Context: an optimization exercise on an open-source flow, tuned for small area, a short achievable clock period and few clock cycles per item. The choices shown serve that exercise and are no tape-out recipe.

==> inputs of zinc <==
// DSP_CONV1D
module DSP_CONV1D #(
    parameter AXI_DATA_WIDTH = 32,
    parameter AXI_ADDR_WIDTH = 5,  
    parameter DSP_DATA_WIDTH = 32,
    parameter MAX_CONV_LEN = 256,
    parameter MAX_KERNEL_LEN = 32
)(
    input  s_axi_clk,
    input  s_axi_resetn,  
    input  [AXI_ADDR_WIDTH-1:0] s_axi_awaddr,
    input  s_axi_awvalid,
    output reg s_axi_awready,
    input  [AXI_DATA_WIDTH-1:0] s_axi_wdata,
    input  [AXI_DATA_WIDTH/8-1:0] s_axi_wstrb,
    input  s_axi_wvalid,
    output reg s_axi_wready,
    output reg  s_axi_bvalid,
    input  s_axi_bready,
    output reg [1:0] s_axi_bresp,
    input  [AXI_ADDR_WIDTH-1:0] s_axi_araddr,
    input  s_axi_arvalid,
    output reg s_axi_arready,
    output reg [AXI_DATA_WIDTH-1:0] s_axi_rdata,
    output reg [1:0] s_axi_rresp,
    output reg s_axi_rvalid,
    input  s_axi_rready,
    output interrupt_o,
    output reg [DSP_DATA_WIDTH-1:0] dsp_mem_addr_o,
    input  [DSP_DATA_WIDTH-1:0] dsp_mem_rdata_i,
    output reg dsp_mem_req_o,
    input  dsp_mem_ack_i,
    output reg dsp_mem_we_o,
    output reg [DSP_DATA_WIDTH-1:0] dsp_mem_wdata_o
);
    localparam P   = 4;    
    localparam LP  = 2;    
    localparam R   = 4;    
    localparam FD  = 3;    
    localparam WQD = 2;    
    localparam CTRL_REG_ADDR          = 5'h00;
    localparam STATUS_REG_ADDR        = 5'h04;
    localparam DATA_IN_ADDR_REG_ADDR  = 5'h08;
    localparam KERNEL_ADDR_REG_ADDR   = 5'h0C;
    localparam DATA_OUT_ADDR_REG_ADDR = 5'h10;
    localparam DATA_LEN_REG_ADDR      = 5'h14;
    localparam KERNEL_LEN_REG_ADDR    = 5'h18;
  ...
export LEC_CHECK = 0
export ABC_CLOCK_PERIOD_IN_PS = 3000
export CAP_MARGIN = 20
export CORE_MARGIN = 2
export CORE_UTILIZATION = 40
export SETUP_SLACK_MARGIN = 5
export SLEW_MARGIN = 20
create_clock -name core_clock -period 9.0 [get_ports {s_axi_clk}]
run.sh (not shown) runs the stock make flow with config.mk's settings and CLKGATE_MAP_FILE= SYNTH_SCRIPT=/design/flow/synth_recipe.tcl, a recipe that flattens the netlist after the stock synthesis.
==> pepper (differences from zinc) <==
--- a/flow/design.v
+++ b/flow/design.v
@@ -259,23 +259,30 @@
     reg [LP:0] r_fill;     
     reg [5:0]  r_kidx;     
     reg [8:0]  r_nblk;     
     reg [7:0]  r_i;        
     reg [8:0]  rx_idx;     
+    reg [31:0] raddr_q;    
+    reg        rv_q;       
     wire [7:0] r_inext = (r_nblk == 9'd2) ? lasti_q : r_i + P;
     wire r_grpend = (r_fill == 1);
     wire r_blkend = r_grpend && (r_kidx == kl_q);
-    wire r_gen = do_r;
+    wire r_gen = r_act && (!rv_q || do_r);
+    wire [31:0] r_addr = (r_k ? kernel_addr_r : data_in_addr_r) + (r_k ? {26'd0, r_kidx} : {23'd0, rx_idx});
     always @(posedge s_axi_clk or negedge s_axi_resetn) begin
         if (!s_axi_resetn) begin
             r_act <= 1'b0;
+            rv_q  <= 1'b0;
         end else begin
             if (start_q) r_act <= 1'b1;
             else if (r_gen && !r_k && r_blkend && r_nblk == 9'd1) r_act <= 1'b0;
+            if (r_gen) rv_q <= 1'b1;
+            else if (do_r) rv_q <= 1'b0;
         end
     end
     always @(posedge s_axi_clk) begin
+        if (r_gen) raddr_q <= r_addr;
         if (start_q) begin
             r_k     <= 1'b1;
             r_kidx  <= 6'd0;
             r_nblk  <= nblk_q;
             r_i     <= 8'd0;
@@ -297,16 +304,14 @@
                 end
             end
         end
     end
     wire m_free = !dsp_mem_req_o || dsp_mem_ack_i;
-    wire want_r = r_act && (f_roomy_q || f_pop);
+    wire want_r = rv_q && (f_roomy_q || f_pop);
     assign do_w = m_free && wq_ne_q;
     assign do_r = m_free && !wq_ne_q && want_r;
-    reg [8:0]  w_idx;      
-    wire [31:0] base_sel = wq_ne_q ? data_out_addr_r : (r_k ? kernel_addr_r : data_in_addr_r);
-    wire [8:0]  idx_sel  = wq_ne_q ? w_idx : (r_k ? {3'b0, r_kidx} : rx_idx);
+    reg [31:0] waddr_q;    
     always @(posedge s_axi_clk or negedge s_axi_resetn) begin
         if (!s_axi_resetn) begin
             dsp_mem_req_o <= 1'b0;
             dsp_mem_we_o  <= 1'b0;
         end else if (m_free) begin
@@ -314,15 +319,15 @@
             dsp_mem_we_o  <= wq_ne_q;
         end
     end
     always @(posedge s_axi_clk) begin
         if (m_free) begin
-            dsp_mem_addr_o  <= base_sel + {23'd0, idx_sel};
+            dsp_mem_addr_o  <= wq_ne_q ? waddr_q : raddr_q;
             dsp_mem_wdata_o <= wq[wq_rp];
         end
-        if (start_q) w_idx <= 9'd0;
-        else if (do_w) w_idx <= w_idx + 9'd1;
+        if (start_q) waddr_q <= data_out_addr_r;
+        else if (do_w) waddr_q <= waddr_q + 32'd1;
     end
     reg st_kload, st_run, st_flush, st_drain;
     reg [5:0]    c_tap;
     reg [LP-1:0] c_slot;
     reg [8:0]    c_nblk;
==> qor summary <==
| item | zinc | pepper |
|---|---|---|
| Worst path depth | 6 | 7 |
| Worst EP arrival | 4630 ps | 4450 ps |
| Routed length per instance | 20.5 um | 21.2 um |
| Fraction of area in multi-input gates | 0.371 | 0.366 |
| Share of the synthesized netlist area taken by xor and xnor gates | 0.0796 | 0.0791 |
| Req. time, crit path | 9660 ps | 9580 ps |
| Share of the synthesized area in the top cell type | 0.326 | 0.347 |
| Run status | no timing/DRC/antenna violations | no timing/DRC/antenna violations |
| TAP cells | 1637 | 1742 |
| Capture point of the worst path | s_axi_rdata[14] | rows_q[124] |
| Number of resized instances in the post-cts repair step | 10 | 4 |
| Sequential cell area | 26500 um^2 | 28300 um^2 |
| Overall routed net length | 120000 um | 130000 um |
| Count of placed standard cells including taps | 5639 | 5911 |
| Count of multi-input combinational gates | 2459 | 2545 |
| Violation count after the first detailed-routing iteration | 2372 | 3031 |
| Cell with the largest stage delay on the worst path | and2_2 | edfxtp_1 |
| Aggregate global-route resource usage | 0.191 | 0.194 |
| Sequential-to-total area share from yosys stat | 0.535 | 0.543 |
No run of this note included a check of the RTL's function; only the layout flow was run.

afterwards: timing with drivers on the ports:
The results above use ideal ports. As a check the final layouts listed here were re-extracted and re-timed, cells and wires unchanged.
Step 1 sets driving cells, clkbuf_16 on the clock port and buf_2 on the other inputs (assumed; they add their load-dependent delay and slew).
Step 2, shift: input delay + t, output delay - t, t = (earliest + latest rising clock arrival at the registers) / 2. This alone moves slack from input paths to output paths.
a / b / c = no drivers / after step 1 / after step 2; a / b = the first two.
run | shift t [ns] | slack for setup (ns) | worst setup path after step 2
zinc | 0.757 | 5.031 / 5.065 / 4.308 | input to register
pepper | 0.800 | 5.130 / 5.067 / 4.395 | input to register
After both steps setup and hold are still met in every run listed. For pepper, which loses most, drivers alone change the setup slack by -0.063 ns; drivers and shift together by -0.735 ns.
